Background: an optimization exercise with open tools, aiming at small area. Do not read the settings as production practice.
Function was checked by simulation only, so behaviour that the tests miss may differ from the original.
Power figures rest on the tool's default switching activity, not on a simulated workload.

==> run.sh <==
#!/bin/bash
# synth_recipe.tcl (not shown) runs the flow's synth.tcl, then flattens the netlist and writes it again
# the make line also repeats each setting of config.mk as NAME=value (left out here)
make -C /OpenROAD-flow-scripts/flow DESIGN_CONFIG=/design/flow/config.mk WORK_HOME=/design/flow/orfs CLKGATE_MAP_FILE= SYNTH_SCRIPT=/design/flow/synth_recipe.tcl finish
==> config.mk <==
export PLATFORM = sky130hd
export DESIGN_NAME = router
export DESIGN_NICKNAME = router
export VERILOG_FILES = /design/flow/design.v
export SDC_FILE = /design/flow/constraint.sdc
export NUM_CORES = 4
export LEC_CHECK = 0
export CAP_MARGIN = 20
export CORE_MARGIN = 2
export CORE_UTILIZATION = 40
export SLEW_MARGIN = 20
==> constraint.sdc <==
create_clock -name core_clock -period 6.0 [get_ports {clk}]
set_input_delay 1.2000 -clock core_clock [delete_from_list [all_inputs] [get_ports {clk}]]
set_output_delay 1.2000 -clock core_clock [all_outputs]
set_load 0.01 [all_outputs]
==> design.v <==
module cb (
        req,
        grt,
        idata,
        ivalid,
        ivch,
        odata,
        ovalid,
        ovch,
        clk,
        rst_
);
input   [24:0]          req;
output  [24:0]          grt;
input   [34*5-1:0]      idata;
input   [4:0]           ivalid;
input   [4:0]           ivch;
output  [34*5-1:0]      odata;
output  [4:0]           ovalid;
output  [4:0]           ovch;
input                   clk, rst_;
genvar p;
generate
for (p = 0; p < 5; p = p + 1) begin : g_out
        reg     [4:0]   last;
        wire    [4:0]   r = { req[20+p], req[15+p], req[10+p], req[5+p], req[p] };
        wire    [4:0]   hold = last & r;
        wire    [4:0]   g0;
        wire    [4:0]   g;
        reg     [33:0]  d;
        integer         q;
        assign  g0[0] = r[0];
        assign  g0[1] = (r[0]   == 1'b0)  & r[1];
        assign  g0[2] = (r[1:0] == 2'b00) & r[2];
        assign  g0[3] = (r[2:0] == 3'b000) & r[3];
        assign  g0[4] = (r[3:0] == 4'b0000) & r[4];
        assign  g     = (|hold) ? hold : g0;
        always @ (posedge clk)
                if (rst_ == 1'b0)
                        last    <= 5'b00000;
                else
                        last    <= g;
        assign  grt[p]    = g[0];
        assign  grt[5+p]  = g[1];
        assign  grt[10+p] = g[2];
        assign  grt[15+p] = g[3];
        assign  grt[20+p] = g[4];
        always @ (*) begin
                d = 34'd0;
                for (q = 0; q < 5; q = q + 1)
                        d = d | ({34{last[q]}} & idata[q*34 +: 34]);
        end
        assign  odata[p*34 +: 34] = d;
        assign  ovalid[p] = |(last & ivalid);
        assign  ovch[p]   = |(last & ivch);
end
endgenerate
endmodule
module inputc (
        idata,
        ivalid,
        ivch,
        oack,
        ordy,
        olck,
        odata,
        ovalid,
        ovch,
        port,
        irdy,
        ilck,
        grt,
        my_xpos,
        my_ypos,
        clk,
        rst_
);
input   [34:0]      idata;
input                   ivalid;
input                   ivch;
output  [1:0]           oack;
output  [1:0]           ordy;
output  [1:0]           olck;
output  [33:0]          odata;
output                  ovalid;
output                  ovch;
output  [4:0]           port;    
input   [9:0]           irdy;    
input   [9:0]           ilck;    
input   [4:0]           grt;     
input   [1:0]           my_xpos;
input   [1:0]           my_ypos;
input   clk, rst_;
reg     [1:0]           last;    
wire    [1:0]           vcsel;
wire    [1:0]           req;
wire    [1:0]           vovalid;
wire    [1:0]           vovch;
wire    [9:0]           vport;
wire    [9:0]           rdoh;
wire    [33*10-1:0]     mem;
genvar v, e;
generate
for (v = 0; v < 2; v = v + 1) begin : g_vc
        reg     [33*5-1:0]      m;
        reg     [2:0]           rd;
        reg     [2:0]           cnt;
        reg                     st, vsa, rq;
        wire    [2:0]           wa;
        wire                    wr;
        wire                    empty;
        wire                    rdv;
        wire    [4:0]           oh;
        wire    [4:0]           lastbits;
        wire                    toplast;
        wire    [31:0]          h;
        wire    [1:0]           dx, dy;
        wire                    hv;
        wire    [4:0]           po;
        wire                    c_ilck, c_irdy, c_grt;
        assign  wr      = ivalid & (ivch == v);
        assign  wa      = rd + cnt;
        assign  empty   = (cnt == 3'd0);
        assign  rdv     = st & ~empty;
        assign  oh      = { rd == 3'd4, rd == 3'd3, rd == 3'd2, rd == 3'd1, rd == 3'd0 };
        for (e = 0; e < 5; e = e + 1) begin : g_ent
                always @ (posedge clk)
                        if (wr && wa == e)
                                m[e*33 +: 33] <= {idata[33], idata[31:0]};
                assign  lastbits[e] = m[e*33 + 32];
        end
        assign  toplast = |(oh & lastbits);
        always @ (posedge clk) begin
                if (rst_ == 1'b0) begin
                        cnt     <= 3'd0;
                        rd      <= 3'd0;
                end else begin
                        cnt     <= cnt + wr - rdv;
                        if (rdv)
                                rd      <= toplast ? 3'd0 : rd + 3'd1;
                end
        end
        assign  h       = m[31:0];
        assign  dx      = h[1:0];
        assign  dy      = h[3:2];
        assign  hv      = h[8];
        assign  po[4]   = (dx == my_xpos) && (dy == my_ypos);
        assign  po[1]   = !po[4] && (dx > my_xpos);
        assign  po[3]   = !po[4] && (dx < my_xpos);
        assign  po[2]   = !po[4] && (dx == my_xpos) && (dy > my_ypos);
        assign  po[0]   = !po[4] && (dx == my_xpos) && (dy < my_ypos);
        assign  c_ilck  = |(po & {ilck[8] & ~hv | ilck[9] & hv,
                                  ilck[6] & ~hv | ilck[7] & hv,
                                  ilck[4] & ~hv | ilck[5] & hv,
                                  ilck[2] & ~hv | ilck[3] & hv,
                                  ilck[0] & ~hv | ilck[1] & hv});
        assign  c_irdy  = |(po & {irdy[8] & ~hv | irdy[9] & hv,
                                  irdy[6] & ~hv | irdy[7] & hv,
                                  irdy[4] & ~hv | irdy[5] & hv,
                                  irdy[2] & ~hv | irdy[3] & hv,
                                  irdy[0] & ~hv | irdy[1] & hv});
        assign  c_grt   = vcsel[v] & |(po & grt);
        always @ (posedge clk) begin
                if (rst_ == 1'b0) begin
                        st      <= 1'b0;
                        vsa     <= 1'b0;
                        rq      <= 1'b0;
                end else if (st) begin
                        if (!empty && toplast) begin
                                st      <= 1'b0;
                                rq      <= 1'b0;
                        end
                end else if (vsa) begin
                        if (c_grt && c_irdy) begin
                                vsa     <= 1'b0;
                                st      <= 1'b1;
                                rq      <= 1'b1;
                        end else if (!c_grt)
                                rq      <= 1'b1;
                        else if (c_ilck)
                                rq      <= 1'b0;
                end else if (!empty) begin
                        vsa     <= 1'b1;
                        rq      <= 1'b1;
                end
        end
        assign  oack[v]    = st;
        assign  ordy[v]    = empty;
        assign  olck[v]    = st | vsa;
        assign  req[v]     = rq;
        assign  vovalid[v] = rdv;
        assign  vovch[v]   = hv;
        assign  vport[v*5 +: 5]   = po;
        assign  rdoh[v*5 +: 5]    = oh;
        assign  mem[v*165 +: 165] = m;
end
endgenerate
wire    [1:0]   hold    = last & req;
wire            anyhold = |hold;
assign  vcsel[0] = anyhold ? hold[0] : req[0];
assign  vcsel[1] = anyhold ? hold[1] : (!req[0] & req[1]);
always @ (posedge clk)
        if (rst_ == 1'b0)
                last    <= 2'b00;
        else
                last    <= vcsel;
assign  port    = ({5{vcsel[0]}} & vport[4:0]) | ({5{vcsel[1]}} & vport[9:5]);
assign  ovalid  = vovalid[0] | vovalid[1];
assign  ovch    = (last[0] & vovch[0]) | (last[1] & vovch[1]);
wire    [9:0]   s = { {5{last[1]}} & rdoh[9:5], {5{last[0]}} & rdoh[4:0] };
reg     [32:0]  rdat;
integer i;
always @ (*) begin
        rdat = 33'd0;
        for (i = 0; i < 10; i = i + 1)
                rdat = rdat | ({33{s[i]}} & mem[i*33 +: 33]);
end
assign  odata   = { rdat[32], s[0] | s[5], rdat[31:0] };
endmodule
module outputc (
        idata,
        ivalid,
        ivch,
        odata,
        ovalid,
        ovch,
        iack,
        ordy,
        ilck,
        olck,
        clk,
        rst_
);
input   [33:0]          idata;
input                   ivalid;
input                   ivch;
output  [34:0]      odata;
output                  ovalid;
output                  ovch;
input   [1:0]        iack;
output  [1:0]        ordy;
input   [1:0]        ilck;
output  [1:0]        olck;
input   clk, rst_;
reg     [33:0]          dq;
reg                     ovalid;
reg                     ovch;
reg     [1:0]        olck;
reg     [3:0]           cnt0;
reg     [3:0]           cnt1;
wire                    in0 = ivalid & ~ivch;
wire                    in1 = ivalid &  ivch;
assign  odata   = { ~(dq[33] | dq[32]), dq };
always @ (posedge clk) begin
        dq      <= idata;
        ovch    <= ivch;
end
always @ (posedge clk)
        if (rst_ == 1'b0)
                ovalid  <= 1'b0;
        else
                ovalid  <= ivalid;
always @ (posedge clk) begin
        if (rst_ == 1'b0)
                olck[0] <= 1'b0;
        else if (in0 || (ovalid && ovch == 1'b0))
                olck[0] <= 1'b1;
        else if (~ilck[0])
                olck[0] <= 1'b0;
end
always @ (posedge clk) begin
        if (rst_ == 1'b0)
                olck[1] <= 1'b0;
        else if (in1 || (ovalid && ovch == 1'b1))
                olck[1] <= 1'b1;
        else if (~ilck[1])
                olck[1] <= 1'b0;
end
assign  ordy[0] = (cnt0 == 4'd0) || (cnt0 > 4'd5);
assign  ordy[1] = (cnt1 == 4'd0) || (cnt1 > 4'd5);
always @ (posedge clk) begin
        if (rst_ == 1'b0)
                cnt0    <= 4'd0;
        else if (iack[0] && ~in0 && cnt0 != 4'd0)
                cnt0    <= cnt0 - 4'd1;
        else if (~iack[0] && in0)
                cnt0    <= cnt0 + 4'd1;
end
always @ (posedge clk) begin
        if (rst_ == 1'b0)
                cnt1    <= 4'd0;
        else if (iack[1] && ~in1 && cnt1 != 4'd0)
                cnt1    <= cnt1 - 4'd1;
        else if (~iack[1] && in1)
                cnt1    <= cnt1 + 4'd1;
end
endmodule
module router ( 
        idata_0,  
        ivalid_0, 
        ivch_0,   
        oack_0,   
        ordy_0,   
        olck_0,   
        idata_1,  
        ivalid_1, 
        ivch_1,   
        oack_1,   
        ordy_1,   
        olck_1,   
        idata_2,  
        ivalid_2, 
        ivch_2,   
        oack_2,   
        ordy_2,   
        olck_2,   
        idata_3,  
        ivalid_3, 
        ivch_3,   
        oack_3,   
        ordy_3,   
        olck_3,   
        idata_4,  
        ivalid_4, 
        ivch_4,   
        oack_4,   
        ordy_4,   
        olck_4,   
        odata_0,  
        ovalid_0, 
        ovch_0,   
        iack_0,   
        ilck_0,   
        odata_1,  
        ovalid_1, 
        ovch_1,   
        iack_1,   
        ilck_1,   
        odata_2,  
        ovalid_2, 
        ovch_2,   
        iack_2,   
        ilck_2,   
        odata_3,  
        ovalid_3, 
        ovch_3,   
        iack_3,   
        ilck_3,   
        odata_4,  
        ovalid_4, 
        ovch_4,   
        iack_4,   
        ilck_4,   
        my_xpos, 
        my_ypos, 
        clk, 
        rst_ 
);
parameter       ROUTERID = 0;
input   [34:0] idata_0;  
input              ivalid_0; 
input   [0:0]  ivch_0;   
output  [1:0]   oack_0;   
output  [1:0]   ordy_0;   
output  [1:0]   olck_0;   
input   [34:0] idata_1;  
input              ivalid_1; 
input   [0:0]  ivch_1;   
output  [1:0]   oack_1;   
output  [1:0]   ordy_1;   
output  [1:0]   olck_1;   
input   [34:0] idata_2;  
input              ivalid_2; 
input   [0:0]  ivch_2;   
output  [1:0]   oack_2;   
output  [1:0]   ordy_2;   
output  [1:0]   olck_2;   
input   [34:0] idata_3;  
input              ivalid_3; 
input   [0:0]  ivch_3;   
output  [1:0]   oack_3;   
output  [1:0]   ordy_3;   
output  [1:0]   olck_3;   
input   [34:0] idata_4;  
input              ivalid_4; 
input   [0:0]  ivch_4;   
output  [1:0]   oack_4;   
output  [1:0]   ordy_4;   
output  [1:0]   olck_4;   
output  [34:0] odata_0;  
output             ovalid_0; 
output  [0:0]  ovch_0;   
input   [1:0]   iack_0;   
input   [1:0]   ilck_0;   
output  [34:0] odata_1;  
output             ovalid_1; 
output  [0:0]  ovch_1;   
input   [1:0]   iack_1;   
input   [1:0]   ilck_1;   
output  [34:0] odata_2;  
output             ovalid_2; 
output  [0:0]  ovch_2;   
input   [1:0]   iack_2;   
input   [1:0]   ilck_2;   
output  [34:0] odata_3;  
output             ovalid_3; 
output  [0:0]  ovch_3;   
input   [1:0]   iack_3;   
input   [1:0]   ilck_3;   
output  [34:0] odata_4;  
output             ovalid_4; 
output  [0:0]  ovch_4;   
input   [1:0]   iack_4;   
input   [1:0]   ilck_4;   
input [1:0]  my_xpos; 
input [1:0]  my_ypos; 
input    clk;  
input    rst_;
wire    [9:0]           oc_ordy;         
wire    [9:0]           oc_olck;         
wire    [24:0]          ic_req;          
wire    [24:0]          cb_grt;          
wire    [34*5-1:0]      ic_odata;
wire    [4:0]           ic_ovalid;
wire    [4:0]           ic_ovch;
wire    [34*5-1:0]      cb_odata;
wire    [4:0]           cb_ovalid;
wire    [4:0]           cb_ovch;
wire    [34:0]      idata  [0:4];
wire    [4:0]           ivalid = { ivalid_4, ivalid_3, ivalid_2, ivalid_1, ivalid_0 };
wire    [4:0]           ivch   = { ivch_4, ivch_3, ivch_2, ivch_1, ivch_0 };
wire    [1:0]           oack   [0:4];
wire    [1:0]           ordy   [0:4];
wire    [1:0]           olck   [0:4];
wire    [34:0]      odata  [0:4];
wire    [1:0]           iack   [0:4];
wire    [1:0]           ilck   [0:4];
assign  idata[0] = idata_0;  assign  idata[1] = idata_1;  assign  idata[2] = idata_2;
assign  idata[3] = idata_3;  assign  idata[4] = idata_4;
assign  iack[0]  = iack_0;   assign  iack[1]  = iack_1;   assign  iack[2]  = iack_2;
assign  iack[3]  = iack_3;   assign  iack[4]  = iack_4;
assign  ilck[0]  = ilck_0;   assign  ilck[1]  = ilck_1;   assign  ilck[2]  = ilck_2;
assign  ilck[3]  = ilck_3;   assign  ilck[4]  = ilck_4;
assign  oack_0 = oack[0];  assign  ordy_0 = ordy[0];  assign  olck_0 = olck[0];
assign  oack_1 = oack[1];  assign  ordy_1 = ordy[1];  assign  olck_1 = olck[1];
assign  oack_2 = oack[2];  assign  ordy_2 = ordy[2];  assign  olck_2 = olck[2];
assign  oack_3 = oack[3];  assign  ordy_3 = ordy[3];  assign  olck_3 = olck[3];
assign  oack_4 = oack[4];  assign  ordy_4 = ordy[4];  assign  olck_4 = olck[4];
assign  odata_0 = odata[0];  assign  ovalid_0 = cb_ovalid_r[0];  assign  ovch_0 = cb_ovch_r[0];
assign  odata_1 = odata[1];  assign  ovalid_1 = cb_ovalid_r[1];  assign  ovch_1 = cb_ovch_r[1];
assign  odata_2 = odata[2];  assign  ovalid_2 = cb_ovalid_r[2];  assign  ovch_2 = cb_ovch_r[2];
assign  odata_3 = odata[3];  assign  ovalid_3 = cb_ovalid_r[3];  assign  ovch_3 = cb_ovch_r[3];
assign  odata_4 = odata[4];  assign  ovalid_4 = cb_ovalid_r[4];  assign  ovch_4 = cb_ovch_r[4];
wire    [4:0]           cb_ovalid_r;
wire    [4:0]           cb_ovch_r;
genvar q;
generate
for (q = 0; q < 5; q = q + 1) begin : g_port
        inputc ic (
                .idata  ( idata[q]               ),
                .ivalid ( ivalid[q]              ),
                .ivch   ( ivch[q]                ),
                .oack   ( oack[q]                ),
                .ordy   ( ordy[q]                ),
                .olck   ( olck[q]                ),
                .odata  ( ic_odata[q*34 +: 34]   ),
                .ovalid ( ic_ovalid[q]           ),
                .ovch   ( ic_ovch[q]             ),
                .port   ( ic_req[q*5 +: 5]       ),
                .irdy   ( oc_ordy                ),
                .ilck   ( oc_olck                ),
                .grt    ( cb_grt[q*5 +: 5]       ),
                .my_xpos( my_xpos                ),
                .my_ypos( my_ypos                ),
                .clk    ( clk                    ),
                .rst_   ( rst_                   )
        );
        outputc oc (
                .idata  ( cb_odata[q*34 +: 34]   ),
                .ivalid ( cb_ovalid[q]           ),
                .ivch   ( cb_ovch[q]             ),
                .odata  ( odata[q]               ),
                .ovalid ( cb_ovalid_r[q]         ),
                .ovch   ( cb_ovch_r[q]           ),
                .iack   ( iack[q]                ),
                .ordy   ( oc_ordy[q*2 +: 2]      ),
                .ilck   ( ilck[q]                ),
                .olck   ( oc_olck[q*2 +: 2]      ),
                .clk    ( clk                    ),
                .rst_   ( rst_                   )
        );
end
endgenerate
cb cb (
        .req    ( ic_req     ),
        .grt    ( cb_grt     ),
        .idata  ( ic_odata   ),
        .ivalid ( ic_ovalid  ),
        .ivch   ( ic_ovch    ),
        .odata  ( cb_odata   ),
        .ovalid ( cb_ovalid  ),
        .ovch   ( cb_ovch    ),
        .clk    ( clk        ),
        .rst_   ( rst_       )
);
endmodule
==> impl_metrics.prom, run 1 <==
# TYPE chip_impl_metric gauge
chip_impl_info{name="outcome",value="no timing/DRC/antenna violations"} 1
chip_impl_metric{name="sequential_share_of_the_synthesized_area",unit=""} 0.703
chip_impl_metric{name="clock-skew-final",unit="ns"} 0.0715
chip_impl_metric{name="wl",unit="mm"} 289
chip_impl_metric{name="post_cts_resize_count",unit=""} 0
chip_impl_metric{name="rr_worst_depth",unit=""} 12
chip_impl_info{name="crit-reg2reg-capture",value="g_port[4].oc.cnt1[3]"} 1
chip_impl_metric{name="clock_sink_count",unit=""} 2005
chip_impl_metric{name="finalCritPeriodShare",unit=""} 0.791
chip_impl_info{name="netlist_top_cells_count",value="edfxtp_1 (1,650), a222oi_1 (502), a22oi_1 (487)"} 1
chip_impl_metric{name="dr_total_vias",unit=""} 55586
chip_impl_metric{name="grt_first_pass_wirelength",unit="mm"} 401
chip_impl_metric{name="worst_slew_margin_rel",unit=""} 0.153
chip_impl_metric{name="placementRows",unit=""} 164
chip_impl_info{name="holdCritStartpoint",value="g_port[2].oc.cnt0[3]"} 1
chip_impl_metric{name="worstPathMaxFanout",unit=""} 10
chip_impl_metric{name="number_of_enable_type_register_cells_in_the_synthesized_netlist",unit=""} 1650
chip_impl_metric{name="vias_per_cell",unit=""} 6.34
chip_impl_metric{name="drtPass1Iterations",unit=""} 14
chip_impl_metric{name="timing.hold.worst_path_depth",unit=""} 1
chip_impl_metric{name="async_flop_share",unit=""} 0
chip_impl_metric{name="core_area",unit="um^2"} 200000
chip_impl_metric{name="avgSynthCellArea",unit="um^2"} 14.6
chip_impl_metric{name="count_of_yosys_warnings_during_synthesis",unit=""} 4
chip_impl_metric{name="die_area",unit="um^2"} 205000
chip_impl_info{name="rsz0062_at_grt",value="false"} 1
chip_impl_info{name="root_buffer",value="clkbuf_16"} 1
chip_impl_metric{name="synth_top_cell_area_share",unit=""} 0.615
chip_impl_metric{name="synthesis.area",unit="um^2"} 80500
chip_impl_info{name="critical_path.endpoint_type",value="flop"} 1
chip_impl_metric{name="post_cts_buffers",unit=""} 0
chip_impl_metric{name="post_synth_inst_count",unit=""} 5523
chip_impl_metric{name="drc_errors",unit=""} 0
chip_impl_metric{name="grt_max_degree",unit=""} 75
chip_impl_metric{name="slew_viol_final",unit=""} 0
chip_impl_metric{name="finish.net_count",unit=""} 6289
chip_impl_metric{name="worst_pin_slew",unit="ns"} 1.26
chip_impl_metric{name="remaining_antenna_violation_count_after_routing",unit=""} 0
chip_impl_metric{name="initial_utilization",unit=""} 0.403
chip_impl_metric{name="clock_insertion_delay_worst_skew",unit="ns"} 0.88
chip_impl_info{name="critical_path.startpoint_type",value="primary input"} 1
chip_impl_metric{name="register_area",unit="um^2"} 56700
chip_impl_metric{name="die-width",unit="um"} 453
chip_impl_metric{name="synth-seq-cells",unit=""} 2005
chip_impl_metric{name="port_buffers",unit=""} 415
chip_impl_metric{name="layout-drive-gt1-share",unit=""} 0.101
chip_impl_metric{name="worst_ep_arrival_time",unit="ns"} 5.48
chip_impl_metric{name="grt.total_usage",unit=""} 0.274
chip_impl_info{name="min-delay-path-class",value="reg -> reg"} 1
chip_impl_metric{name="initial_antenna_violation_count",unit=""} 51
chip_impl_metric{name="clockBufferDepth",unit=""} 3
chip_impl_info{name="kind_of_critical_path",value="in -> reg"} 1
chip_impl_metric{name="cts.reportedPaths.clkPinSlew",unit="ns"} 0.06
chip_impl_info{name="hold_path_end",value="g_port[2].oc.cnt0[3]"} 1
chip_impl_metric{name="cp_data_required_time",unit="ns"} 6.74
chip_impl_metric{name="synth.distinct_cells",unit=""} 97
chip_impl_info{name="cts_tree",value="done"} 1
chip_impl_metric{name="timing.setup.tns",unit="ns"} 0
chip_impl_metric{name="period_minus_slack",unit="ns"} 4.75
chip_impl_metric{name="worst-r2r-setup-slack",unit="ns"} 1.73
chip_impl_metric{name="pwr_density_cell",unit="nW/um^2"} 357
chip_impl_metric{name="timing_hold_violations_final",unit=""} 0
chip_impl_metric{name="fillerInstances",unit=""} 17234
chip_impl_metric{name="setup_viol_count_final",unit=""} 0
chip_impl_metric{name="grt_overflow",unit=""} 0
chip_impl_metric{name="cts_htree_levels",unit=""} 4
chip_impl_metric{name="fin_worst_hold_slack",unit="ns"} 0.498
chip_impl_metric{name="dp_hpwl",unit="mm"} 180
chip_impl_metric{name="wl_per_cell",unit="um"} 32.9
chip_impl_metric{name="max_vdd_drop",unit="V"} 0.000300
chip_impl_metric{name="number_of_buffers_created_by_cts",unit=""} 202
chip_impl_metric{name="leakage",unit="uW"} 0.0323
chip_impl_info{name="yosysMostFrequentCell",value="edfxtp_1"} 1
chip_impl_info{name="synth.top_cells.by_area",value="edfxtp_1 (62%), dfxtp_1 (8.8%), a222oi_1 (6.2%), a22oi_1 (4.5%), ha_1 (2.2%)"} 1
chip_impl_metric{name="gp_routability_congestion",unit=""} 0.924
chip_impl_metric{name="cts-hold-fix-buffers",unit=""} 0
chip_impl_metric{name="number_of_global_route_vias_before_repair",unit=""} 52710
chip_impl_metric{name="fp.dieH",unit="um"} 453
chip_impl_metric{name="io_pins",unit=""} 426
chip_impl_metric{name="drt-initial-drc-count",unit=""} 9718
chip_impl_info{name="regToRegStartpoint",value="g_port[2].ic.g_vc[0].cnt[1]"} 1
chip_impl_info{name="synth_largest_area_cell",value="edfxtp_1"} 1
chip_impl_metric{name="fmax",unit="MHz"} 211
chip_impl_metric{name="area_of_the_multi_input_gates",unit="um^2"} 21800
chip_impl_metric{name="area.growth.synth_to_final",unit="%"} 17.6
chip_impl_metric{name="cap_violations",unit=""} 0
chip_impl_info{name="postSynth.topFlopCell",value="edfxtp_1"} 1
chip_impl_metric{name="synth_fp_nets",unit=""} 5904
==> worst max path at each step <==
stage	cells past startpoint	to	slack [ns]	start
final	12	g_port[0].ic.g_vc[0].rq	1.25	my_ypos[1]
after global routing	12	g_port[3].ic.g_vc[0].rq	1.22	my_ypos[1]
after CTS	12	g_port[0].ic.g_vc[0].rq	1.44	my_ypos[1]
after detailed placement	12	g_port[0].ic.g_vc[0].rq	0.53	my_ypos[1]
after global placement	12	g_port[4].ic.g_vc[0].vsa	0.55	my_xpos[1]
after floorplan	2	g_port[1].ic.g_vc[0].m[66]	0.59	ivch_1[0]
==> registers in the layout, summed over array words and instances, names as in the netlist, 20 cells and up <==
register and count:
g_port.ic.g_vc.m 1650, g_port.ic.g_vc.rd 30, g_port.oc.cnt1 20, g_port.oc.cnt0 20, cb.g_out.last 25, g_port.oc.dq 170
g_port.ic.g_vc.cnt 30
==> area by class of cell <==
class / instances / area share
clock inverter: 126 / 0.0139
antenna: 33 / 0.000871
timing repair buffer: 562 / 0.0556
multi-input combinational: 2919 / 0.230
tap: 2656 / 0.0351
sequential: 2005 / 0.598
inverter: 218 / 0.00866
clock buffer: 252 / 0.0574
==> cells in the final DEF (no fill, tap or decap), types with 53 or more instances in the layout <==
| cell | n |
|---|---|
| a21oi_1 | 89 |
| a221oi_1 | 53 |
| a222oi_1 | 502 |
| a22oi_1 | 487 |
| and2_1 | 62 |
| buf_4 | 146 |
| clkbuf_16 | 204 |
| clkdlybuf4s50_1 | 414 |
| dfxtp_1 | 331 |
| edfxtp_1 | 1650 |
| ha_1 | 140 |
| inv_1 | 213 |
| nand2_1 | 415 |
| nand3_1 | 72 |
| nand4_1 | 89 |
| nor2_1 | 191 |
| nor3_1 | 59 |
| o21ai_0 | 56 |
==> power by group <==
group	internal, uW	switching [uW]	total [uW]	leakage [uW]
Clock	7150	5560	12700	0.00327
Sequential	15600	389	16000	0.0178
Combinational	1490	3550	5040	0.0112
Total	24300	9510	33800	0.0323
==> logic make-up (layout without fill, tap and decap cells) <==
logic type,Yosys count,count (layout),share of synthesized area
AOI/OAI and AO/OA,1500,1500,0.156
xor gates and xnor gates,62,62,0.00674
adders and majority gates,170,170,0.0292
buffers and inverters,599,1158,0.0293
DFF,2005,2005,0.703
muxes,26,26,0.00328
other,0,33,0
and+or+nand+nor,1161,1161,0.0723
==> through the flow <==
step            util  instance area [um^2]  setup WS, ns  cells  power [uW]
3_5_place_dp   0.440                 87900         0.531   8360       21200
6_report       0.474                 94800          1.25   8771       33800
2_1_floorplan      -                 80500         0.586   5523       18700
3_3_place_gp   0.440                 87900         0.553   8360       21100
4_1_cts        0.474                 94700          1.44   8738       33800
5_1_grt        0.474                 94700          1.22   8762       34700
==> layer usage <==
layer  part of all wire  GRT usage  vias up
met2               0.45      0.418     3520
met5            0.00053          0        -
met4              0.072      0.170       24
met3               0.11     0.0759      831
met1               0.37      0.346    27783
li1                   -          -    23428
==> critical path, stage by stage <==
cell             delay [ns]
clkdlybuf4s50_1        0.52
inv_1                  0.74
ha_1                   0.43
and4_1                 0.31
or3_1                  0.43
o22ai_1                0.37
a222oi_1               0.19
a21oi_1                0.39
nor3b_1                0.11
nor3b_2                0.40
nor3_1                 0.12
a211o_1                0.26
==> inputs of run 2 (changes only) <==
--- a/design.v
+++ b/design.v
@@ -95,71 +95,57 @@
 wire    [1:0]           vcsel;
 wire    [1:0]           req;
 wire    [1:0]           vovalid;
-wire    [1:0]           vovch;
-wire    [9:0]           vport;
+wire    [9:0]           vhead;   
+wire                    grt_sel, irdy_sel, ilck_sel;
 wire    [9:0]           rdoh;
-wire    [33*10-1:0]     mem;
+wire    [32*10-1:0]     mem;
+wire    [1:0]           vlast;
 genvar v, e;
 generate
 for (v = 0; v < 2; v = v + 1) begin : g_vc
-        reg     [33*5-1:0]      m;
-        reg     [2:0]           rd;
-        reg     [2:0]           cnt;
+        reg     [32*5-1:0]      m;
+        reg                     tl;      
+        reg     [2:0]           wp;      
+        reg     [2:0]           rp;      
         reg                     st, vsa, rq;
-        wire    [2:0]           wa;
         wire                    wr;
         wire                    empty;
         wire                    rdv;
-        wire    [4:0]           oh;
-        wire    [4:0]           lastbits;
+        wire    [4:0]           lr;      
+        wire    [4:0]           woh;     
         wire                    toplast;
-        wire    [31:0]          h;
-        wire    [1:0]           dx, dy;
-        wire                    hv;
-        wire    [4:0]           po;
         wire                    c_ilck, c_irdy, c_grt;
         assign  wr      = ivalid & (ivch == v);
-        assign  wa      = rd + cnt;
-        assign  empty   = (cnt == 3'd0);
+        assign  empty   = (rp == wp);
         assign  rdv     = st & ~empty;
-        assign  oh      = { rd == 3'd4, rd == 3'd3, rd == 3'd2, rd == 3'd1, rd == 3'd0 };
+        assign  lr      = { rp[2] & ~rp[1], rp[2] & rp[1] & ~rp[0], rp[2] & rp[0], rp[1] & ~rp[2], rp[0] & ~rp[1] };
+        assign  woh     = idata[32] ? 5'b00001 :
+                          { wp[2] & ~wp[0] & wp[1], wp[2] & wp[0], wp[1] & ~wp[2], wp[0] & ~wp[1], ~wp[2] & ~wp[0] };
         for (e = 0; e < 5; e = e + 1) begin : g_ent
                 always @ (posedge clk)
-                        if (wr && wa == e)
-                                m[e*33 +: 33] <= {idata[33], idata[31:0]};
-                assign  lastbits[e] = m[e*33 + 32];
+                        if (wr && woh[e])
+                                m[e*32 +: 32] <= idata[31:0];
         end
-        assign  toplast = |(oh & lastbits);
+        always @ (posedge clk)
+                if (wr)
+                        tl      <= idata[33];
+        assign  toplast = tl & ({ rp[1:0], ~rp[2] } == wp);
         always @ (posedge clk) begin
                 if (rst_ == 1'b0) begin
-                        cnt     <= 3'd0;
-                        rd      <= 3'd0;
+                        wp      <= 3'b000;
+                        rp      <= 3'b000;
                 end else begin
-                        cnt     <= cnt + wr - rdv;
-                        if (rdv)
-                                rd      <= toplast ? 3'd0 : rd + 3'd1;
+                        if (wr)
+                                wp      <= idata[32] ? 3'b001 : { wp[1:0], ~wp[2] };
+                        if (wr && idata[32])
+                                rp      <= 3'b000;
+                        else if (rdv)
+                                rp      <= { rp[1:0], ~rp[2] };
                 end
         end
-        assign  h       = m[31:0];
-        assign  dx      = h[1:0];
-        assign  dy      = h[3:2];
-        assign  hv      = h[8];
-        assign  po[4]   = (dx == my_xpos) && (dy == my_ypos);
-        assign  po[1]   = !po[4] && (dx > my_xpos);
-        assign  po[3]   = !po[4] && (dx < my_xpos);
-        assign  po[2]   = !po[4] && (dx == my_xpos) && (dy > my_ypos);
-        assign  po[0]   = !po[4] && (dx == my_xpos) && (dy < my_ypos);
-        assign  c_ilck  = |(po & {ilck[8] & ~hv | ilck[9] & hv,
-                                  ilck[6] & ~hv | ilck[7] & hv,
-                                  ilck[4] & ~hv | ilck[5] & hv,
-                                  ilck[2] & ~hv | ilck[3] & hv,
-                                  ilck[0] & ~hv | ilck[1] & hv});
-        assign  c_irdy  = |(po & {irdy[8] & ~hv | irdy[9] & hv,
-                                  irdy[6] & ~hv | irdy[7] & hv,
-                                  irdy[4] & ~hv | irdy[5] & hv,
-                                  irdy[2] & ~hv | irdy[3] & hv,
-                                  irdy[0] & ~hv | irdy[1] & hv});
-        assign  c_grt   = vcsel[v] & |(po & grt);
+        assign  c_grt   = vcsel[v] & grt_sel;
+        assign  c_irdy  = irdy_sel;
+        assign  c_ilck  = ilck_sel;
         always @ (posedge clk) begin
                 if (rst_ == 1'b0) begin
                         st      <= 1'b0;
@@ -189,10 +175,10 @@
         assign  olck[v]    = st | vsa;
         assign  req[v]     = rq;
         assign  vovalid[v] = rdv;
-        assign  vovch[v]   = hv;
-        assign  vport[v*5 +: 5]   = po;
-        assign  rdoh[v*5 +: 5]    = oh;
-        assign  mem[v*165 +: 165] = m;
+        assign  vhead[v*5 +: 5]   = { m[8], m[3:0] };
+        assign  rdoh[v*5 +: 5]    = lr;
+        assign  mem[v*160 +: 160] = m;
+        assign  vlast[v]   = tl & empty;
 end
 endgenerate
 wire    [1:0]   hold    = last & req;
@@ -204,18 +190,33 @@
                 last    <= 2'b00;
         else
                 last    <= vcsel;
-assign  port    = ({5{vcsel[0]}} & vport[4:0]) | ({5{vcsel[1]}} & vport[9:5]);
+wire    [4:0]   hs = ({5{vcsel[0]}} & vhead[4:0]) | ({5{vcsel[1]}} & vhead[9:5]);
+wire    [1:0]   dx = hs[1:0];
+wire    [1:0]   dy = hs[3:2];
+wire            hv = hs[4];
+wire            any = vcsel[0] | vcsel[1];
+wire            here = (dx == my_xpos) && (dy == my_ypos);
+assign  port[4] = any && here;
+assign  port[1] = any && !here && (dx > my_xpos);
+assign  port[3] = any && !here && (dx < my_xpos);
+assign  port[2] = any && !here && (dx == my_xpos) && (dy > my_ypos);
+assign  port[0] = any && !here && (dx == my_xpos) && (dy < my_ypos);
+assign  grt_sel  = |(port & grt);
+assign  irdy_sel = |(port & (hv ? {irdy[9], irdy[7], irdy[5], irdy[3], irdy[1]}
+                                : {irdy[8], irdy[6], irdy[4], irdy[2], irdy[0]}));
+assign  ilck_sel = |(port & (hv ? {ilck[9], ilck[7], ilck[5], ilck[3], ilck[1]}
+                                : {ilck[8], ilck[6], ilck[4], ilck[2], ilck[0]}));
 assign  ovalid  = vovalid[0] | vovalid[1];
-assign  ovch    = (last[0] & vovch[0]) | (last[1] & vovch[1]);
+assign  ovch    = (last[0] & vhead[4]) | (last[1] & vhead[9]);
 wire    [9:0]   s = { {5{last[1]}} & rdoh[9:5], {5{last[0]}} & rdoh[4:0] };
-reg     [32:0]  rdat;
+reg     [31:0]  rdat;
 integer i;
 always @ (*) begin
-        rdat = 33'd0;
+        rdat = 32'd0;
         for (i = 0; i < 10; i = i + 1)
-                rdat = rdat | ({33{s[i]}} & mem[i*33 +: 33]);
+                rdat = rdat | ({32{s[i]}} & mem[i*32 +: 32]);
 end
-assign  odata   = { rdat[32], s[0] | s[5], rdat[31:0] };
+assign  odata   = { (last[0] & vlast[0]) | (last[1] & vlast[1]), s[0] | s[5], rdat };
 endmodule
 module outputc (
         idata,
@@ -242,19 +243,14 @@
 input   [1:0]        ilck;
 output  [1:0]        olck;
 input   clk, rst_;
-reg     [33:0]          dq;
 reg                     ovalid;
-reg                     ovch;
 reg     [1:0]        olck;
-reg     [3:0]           cnt0;
-reg     [3:0]           cnt1;
+reg     [2:0]           cnt0;
+reg     [2:0]           cnt1;
 wire                    in0 = ivalid & ~ivch;
 wire                    in1 = ivalid &  ivch;
-assign  odata   = { ~(dq[33] | dq[32]), dq };
-always @ (posedge clk) begin
-        dq      <= idata;
-        ovch    <= ivch;
-end
+assign  odata   = { ~(idata[33] | idata[32]), idata };
+assign  ovch    = ivch;
 always @ (posedge clk)
         if (rst_ == 1'b0)
                 ovalid  <= 1'b0;
@@ -276,23 +272,23 @@
         else if (~ilck[1])
                 olck[1] <= 1'b0;
 end
-assign  ordy[0] = (cnt0 == 4'd0) || (cnt0 > 4'd5);
-assign  ordy[1] = (cnt1 == 4'd0) || (cnt1 > 4'd5);
+assign  ordy[0] = ~cnt0[2] & ~cnt0[0];
+assign  ordy[1] = ~cnt1[2] & ~cnt1[0];
 always @ (posedge clk) begin
         if (rst_ == 1'b0)
-                cnt0    <= 4'd0;
-        else if (iack[0] && ~in0 && cnt0 != 4'd0)
-                cnt0    <= cnt0 - 4'd1;
+                cnt0    <= 3'b000;
+        else if (iack[0] && ~in0 && ~ordy[0])
+                cnt0    <= { ~cnt0[0], cnt0[2:1] };
         else if (~iack[0] && in0)
-                cnt0    <= cnt0 + 4'd1;
+                cnt0    <= { cnt0[1:0], ~cnt0[2] };
 end
 always @ (posedge clk) begin
         if (rst_ == 1'b0)
-                cnt1    <= 4'd0;
-        else if (iack[1] && ~in1 && cnt1 != 4'd0)
-                cnt1    <= cnt1 - 4'd1;
+                cnt1    <= 3'b000;
+        else if (iack[1] && ~in1 && ~ordy[1])
+                cnt1    <= { ~cnt1[0], cnt1[2:1] };
         else if (~iack[1] && in1)
-                cnt1    <= cnt1 + 4'd1;
+                cnt1    <= { cnt1[1:0], ~cnt1[2] };
 end
 endmodule
 module router ( 
==> flow/run.sh (new file) <==
#!/bin/bash
# Layout flow: the standard ORFS flow (standard.sh), with these changes in
# how the layout is made:
#  - ports are buffered with the smallest buffer (buf_1) instead of the
#    default choice; repair may still upsize them;
#  - clock tree: sinks clustered in groups of up to 25 within 120 um, driven
#    by clkbuf_16, and no dummy loads;
#  - global routing offers less met1/met2 capacity (flow/fastroute.tcl).
# Each tool's output is kept in the ORFS logs under orfs/logs; the make
# output goes to standard.log in this folder.
set -euo pipefail
export BUFFER_PORTS_ARGS="-buffer_cell sky130_fd_sc_hd__buf_1"
export CTS_ARGS="-sink_clustering_enable -repair_clock_nets -dont_use_dummy_load -buf_list sky130_fd_sc_hd__clkbuf_16 -sink_clustering_size 25 -sink_clustering_max_diameter 120"
export FASTROUTE_TCL="$PWD/flow/fastroute.tcl"
bash standard.sh > standard.log 2>&1
==> flow/fastroute.tcl (new file) <==
# Global routing layer setup: the platform's, with less of met1 and met2
# offered to the global router so that more wiring goes to met3/met4 and
# detailed routing starts with fewer conflicts on met1.
set_global_routing_layer_adjustment $::env(MIN_ROUTING_LAYER)-$::env(MAX_ROUTING_LAYER) 0.2
set_global_routing_layer_adjustment met1 0.7
set_global_routing_layer_adjustment met2 0.5

set_routing_layers -clock $::env(MIN_CLK_ROUTING_LAYER)-$::env(MAX_ROUTING_LAYER)
set_routing_layers -signal $::env(MIN_ROUTING_LAYER)-$::env(MAX_ROUTING_LAYER)
==> standard.sh (new file) <==
#!/bin/bash
# synth_recipe.tcl (not shown) runs the flow's synth.tcl, then flattens the netlist and writes it again
# the make line also repeats each setting of config.mk as NAME=value (left out here)
make -C /OpenROAD-flow-scripts/flow DESIGN_CONFIG=/design/flow/config.mk WORK_HOME=/design/flow/orfs CLKGATE_MAP_FILE= SYNTH_SCRIPT=/design/flow/synth_recipe.tcl "${@:-finish}"
--- a/config.mk
+++ b/config.mk
@@ -7,5 +7,5 @@
 export LEC_CHECK = 0
 export CAP_MARGIN = 20
 export CORE_MARGIN = 2
-export CORE_UTILIZATION = 40
+export CORE_UTILIZATION = 65
 export SLEW_MARGIN = 20
removed: run.sh
==> run 2 against run 1 <==
- still clean
- critical path depth decreased by 4
- die area decreased by 44%
- clock power decreased by 53%
- synthesized cell count decreased by 10%
- global-route usage increased by 36 points
- design area decreased by 18%
- worst setup slack got worse by 0.92 ns
- sequential power decreased by 13%
- sequential share of layout area increased by 6.5 points
- final cell count decreased by 23%
- critical path type is now reg -> out
==> impl_metrics.prom, run 2 <==
# TYPE chip_impl_metric gauge
chip_impl_metric{name="worstPathMaxFanout",unit=""} 20
chip_impl_metric{name="cts-hold-fix-buffers",unit=""} 0
chip_impl_metric{name="drtPass1Iterations",unit=""} 13
chip_impl_metric{name="io_pins",unit=""} 426
chip_impl_metric{name="critical_path.n_buffers_inverters",unit=""} 2
chip_impl_metric{name="clock-skew-final",unit="ns"} 0.0525
chip_impl_metric{name="avgSynthCellArea",unit="um^2"} 14.6
chip_impl_metric{name="grt.total_usage",unit=""} 0.636
chip_impl_metric{name="vias_per_cell",unit=""} 7.40
chip_impl_metric{name="period_minus_slack",unit="ns"} 5.66
chip_impl_metric{name="fin_cells",unit=""} 6789
chip_impl_metric{name="remaining_antenna_violation_count_after_routing",unit=""} 0
chip_impl_metric{name="timing.setup.tns",unit="ns"} 0
chip_impl_metric{name="fillerInstances",unit=""} 7384
chip_impl_metric{name="worst_slew_margin_rel",unit=""} 0.217
chip_impl_metric{name="synthesis.area",unit="um^2"} 72400
chip_impl_metric{name="area_of_the_multi_input_gates",unit="um^2"} 19200
chip_impl_info{name="netlist_top_cells_count",value="edfxtp_1 (1,610), a22oi_1 (647), nand2_1 (371)"} 1
chip_impl_info{name="yosysMostFrequentCell",value="edfxtp_1"} 1
chip_impl_metric{name="number_of_buffers_created_by_cts",unit=""} 81
chip_impl_metric{name="post_cts_resize_count",unit=""} 0
chip_impl_info{name="critical_path.startpoint_type",value="flop"} 1
chip_impl_metric{name="count_of_yosys_warnings_during_synthesis",unit=""} 4
chip_impl_info{name="synth.top_cells.by_area",value="edfxtp_1 (67%), a22oi_1 (6.7%), dfxtp_1 (4.7%), a222oi_1 (2.5%), a22o_1 (2.3%)"} 1
chip_impl_metric{name="slew_viol_final",unit=""} 0
chip_impl_metric{name="synth_top_cell_area_share",unit=""} 0.668
chip_impl_metric{name="largest_register_ff_count",unit=""} 1600
chip_impl_metric{name="synth.distinct_cells",unit=""} 86
chip_impl_metric{name="cp_data_required_time",unit="ns"} 4.80
chip_impl_info{name="rsz0062_at_grt",value="false"} 1
chip_impl_metric{name="pwr_density_cell",unit="nW/um^2"} 285
chip_impl_info{name="mostFrequentLayoutCells",value="edfxtp_1 (1,610), a22oi_1 (647), buf_1 (419)"} 1
chip_impl_info{name="kind_of_critical_path",value="reg -> out"} 1
chip_impl_info{name="root_buffer",value="clkbuf_16"} 1
chip_impl_info{name="largestRegisters",value="g_port.ic.g_vc.m (1600), g_port.ic.g_vc.rp (30), g_port.ic.g_vc.wp (30)"} 1
chip_impl_metric{name="die_area",unit="um^2"} 114000
chip_impl_metric{name="post_synth_inst_count",unit=""} 4970
chip_impl_metric{name="worst_pin_slew",unit="ns"} 1.17
chip_impl_metric{name="async_flop_share",unit=""} 0
chip_impl_metric{name="dp_hpwl",unit="mm"} 154
chip_impl_metric{name="max_vdd_drop",unit="V"} 0.000265
chip_impl_metric{name="initial_utilization",unit=""} 0.655
chip_impl_info{name="crit_chain",value="and3b_1 > buf_4 > a22o_1 > a221oi_1 > nand4_1 > a222oi_1 > nand2_1 > buf_1"} 1
chip_impl_metric{name="grt_max_degree",unit=""} 65
chip_impl_metric{name="wl_per_cell",unit="um"} 35.8
chip_impl_metric{name="clock_sink_count",unit=""} 1780
chip_impl_metric{name="setup_viol_count_final",unit=""} 0
chip_impl_metric{name="initial_antenna_violation_count",unit=""} 68
chip_impl_metric{name="grt_first_pass_wirelength",unit="mm"} 349
chip_impl_metric{name="finish.net_count",unit=""} 5473
chip_impl_metric{name="cap_violations",unit=""} 0
chip_impl_metric{name="synth-seq-cells",unit=""} 1780
chip_impl_metric{name="core_area",unit="um^2"} 111000
chip_impl_info{name="cts_tree",value="done"} 1
chip_impl_metric{name="drt-initial-drc-count",unit=""} 4234
chip_impl_metric{name="finalCritPeriodShare",unit=""} 0.944
chip_impl_info{name="postSynth.topFlopCell",value="edfxtp_1"} 1
chip_impl_metric{name="clockBufferDepth",unit=""} 3
chip_impl_info{name="cpMaxStageDelayCell",value="nand4_1"} 1
chip_impl_metric{name="fp.dieH",unit="um"} 338
chip_impl_metric{name="cpPeakStageDelay",unit="ns"} 0.62
chip_impl_metric{name="register_area",unit="um^2"} 51800
chip_impl_metric{name="dr_total_vias",unit=""} 50231
chip_impl_metric{name="drc_errors",unit=""} 0
chip_impl_metric{name="dpl.cell_count",unit=""} 6643
chip_impl_info{name="cp_top_family",value="simple AND/OR/NAND/NOR gates"} 1
chip_impl_metric{name="worst_ep_arrival_time",unit="ns"} 4.46
chip_impl_info{name="outcome",value="no timing/DRC/antenna violations"} 1
chip_impl_metric{name="timing_hold_violations_final",unit=""} 0
chip_impl_metric{name="area.growth.synth_to_final",unit="%"} 7.89
chip_impl_metric{name="wl",unit="mm"} 243
chip_impl_info{name="synth_largest_area_cell",value="edfxtp_1"} 1
chip_impl_metric{name="number_of_enable_type_register_cells_in_the_synthesized_netlist",unit=""} 1610
chip_impl_metric{name="placementRows",unit=""} 122
chip_impl_metric{name="die-width",unit="um"} 338
chip_impl_info{name="critical_path.endpoint_type",value="primary output"} 1
chip_impl_metric{name="cts_htree_levels",unit=""} 3
chip_impl_metric{name="leakage",unit="uW"} 0.0248
chip_impl_info{name="most_common_cell_after_layout_fill_and_taps_aside",value="edfxtp_1"} 1
chip_impl_metric{name="post_cts_buffers",unit=""} 0
chip_impl_metric{name="synth_fp_nets",unit=""} 5201
chip_impl_metric{name="clock_insertion_delay_worst_skew",unit="ns"} 0.72
chip_impl_metric{name="sequential_share_of_the_synthesized_area",unit=""} 0.715
chip_impl_metric{name="layout-drive-gt1-share",unit=""} 0.0756
chip_impl_metric{name="fmax",unit="MHz"} 177
chip_impl_metric{name="gp_routability_congestion",unit=""} 1.08
chip_impl_metric{name="cts.reportedPaths.clkPinSlew",unit="ns"} 0.10
chip_impl_metric{name="grt_overflow",unit=""} 0
chip_impl_info{name="min-delay-path-class",value="reg -> reg"} 1
chip_impl_metric{name="number_of_global_route_vias_before_repair",unit=""} 55150
chip_impl_metric{name="port_buffers",unit=""} 420
chip_impl_info{name="registers.top_by_ff_count",value="g_port.ic.g_vc.m"} 1
[run 2: where the power goes]
part           internal, uW  switching [uW]
combinational           600            1670
sequential            13700             284
clock                  2420            3530
[run 2: area by class of cell]
cell class                      instances  share of cell area
Timing Repair Buffer                  573              0.0355
Inverter                               62             0.00300
Antenna cell                           61             0.00196
Tap cell                             1488              0.0238
Clock buffer                           81              0.0260
Multi-Input combinational cell       2744               0.246
Sequential cell                      1780               0.663
[run 2: path summary, 6_finish.rpt]
path	end	slack, ns	from	cells after the start
min reg2reg	g_port[4].oc.cnt0[0]	0.51	g_port[4].oc.cnt0[0]	2
min	g_port[4].oc.cnt0[0]	0.51	g_port[4].oc.cnt0[0]	2
max reg2reg	g_port[2].ic.g_vc[1].rq	1.42	g_port[0].ic.last[1]	12
max	odata_4[7]	0.34	g_port[3].ic.g_vc[0].rp[1]	8
[run 2: cells by family (layout without fill, tap and decap cells)]
logic type      Yosys count  in the layout  share of synthesized area
compound gates         1564           1564                      0.172
xor+xnor                 62             62                    0.00771
fa+ha+maj                20             20                    0.00346
buf+inv                 446            716                     0.0250
flops                  1780           1780                      0.715
mux                      38             38                    0.00527
other cells               0             61                          0
simple gates           1060           1060                     0.0718
[run 2: worst register-to-register path: cells and delay by family, from the launching register on]
| kind | cells | cell delay [ns] |
|---|---|---|
| compound gates | 5 | 1.54 |
| fa+ha+maj | 1 | 0.40 |
| buf+inv | 1 | 0.07 |
| flops | 1 | 0.50 |
| simple gates | 5 | 2.00 |
[run 2: metal layers]
metal	GRT usage	vias to the layer above	share of wire
met5	0.227	-	0.013
met4	0.462	82	0.11
met3	0.557	1478	0.24
met2	0.817	4944	0.37
met1	0.832	22748	0.26
li1	-	20979	-
[run 2: metrics by stage]
step                instance area (um^2)  hold slack, ns  total power (uW)  setup WS [ns]   util
floorplan                          72400           0.471             15400           1.47      -
global placement                   75800           0.491             16400           1.21  0.686
detailed placement                 75800           0.504             16400           1.21  0.686
CTS                                77800           0.519             22100          0.551  0.704
global route                       78000           0.560             22800          0.188  0.706
finish                             78100           0.514             22200          0.336  0.706

## separate check: timing with driven ports
How much do the figures lean on ideal ports? The routed layouts below were timed once more, with nothing changed but the port constraints. Step 1: set_driving_cell puts a clkbuf_16 on clk and a buf_2 on each other input, an assumption about the parent block. Step 2 moves the port delays by t, midway between the first and last clock arrival at a register: inputs arrive t later, outputs are due t later. That takes back most of the time a late clock gives input paths. Three values: no drivers, after step 1, after step 2; two values: the first two.
run	t (ns)	setup slack, ns	cell pins on the clock port's net
run 1	0.934	1.254 / 1.313 / 0.379	1
run 2	0.767	0.336 / 0.259 / 0.890	1
After both steps every run listed still meets setup and hold. The setup slack of run 1, which loses most, moves by +0.059 ns with the drivers and by -0.875 ns with both steps.
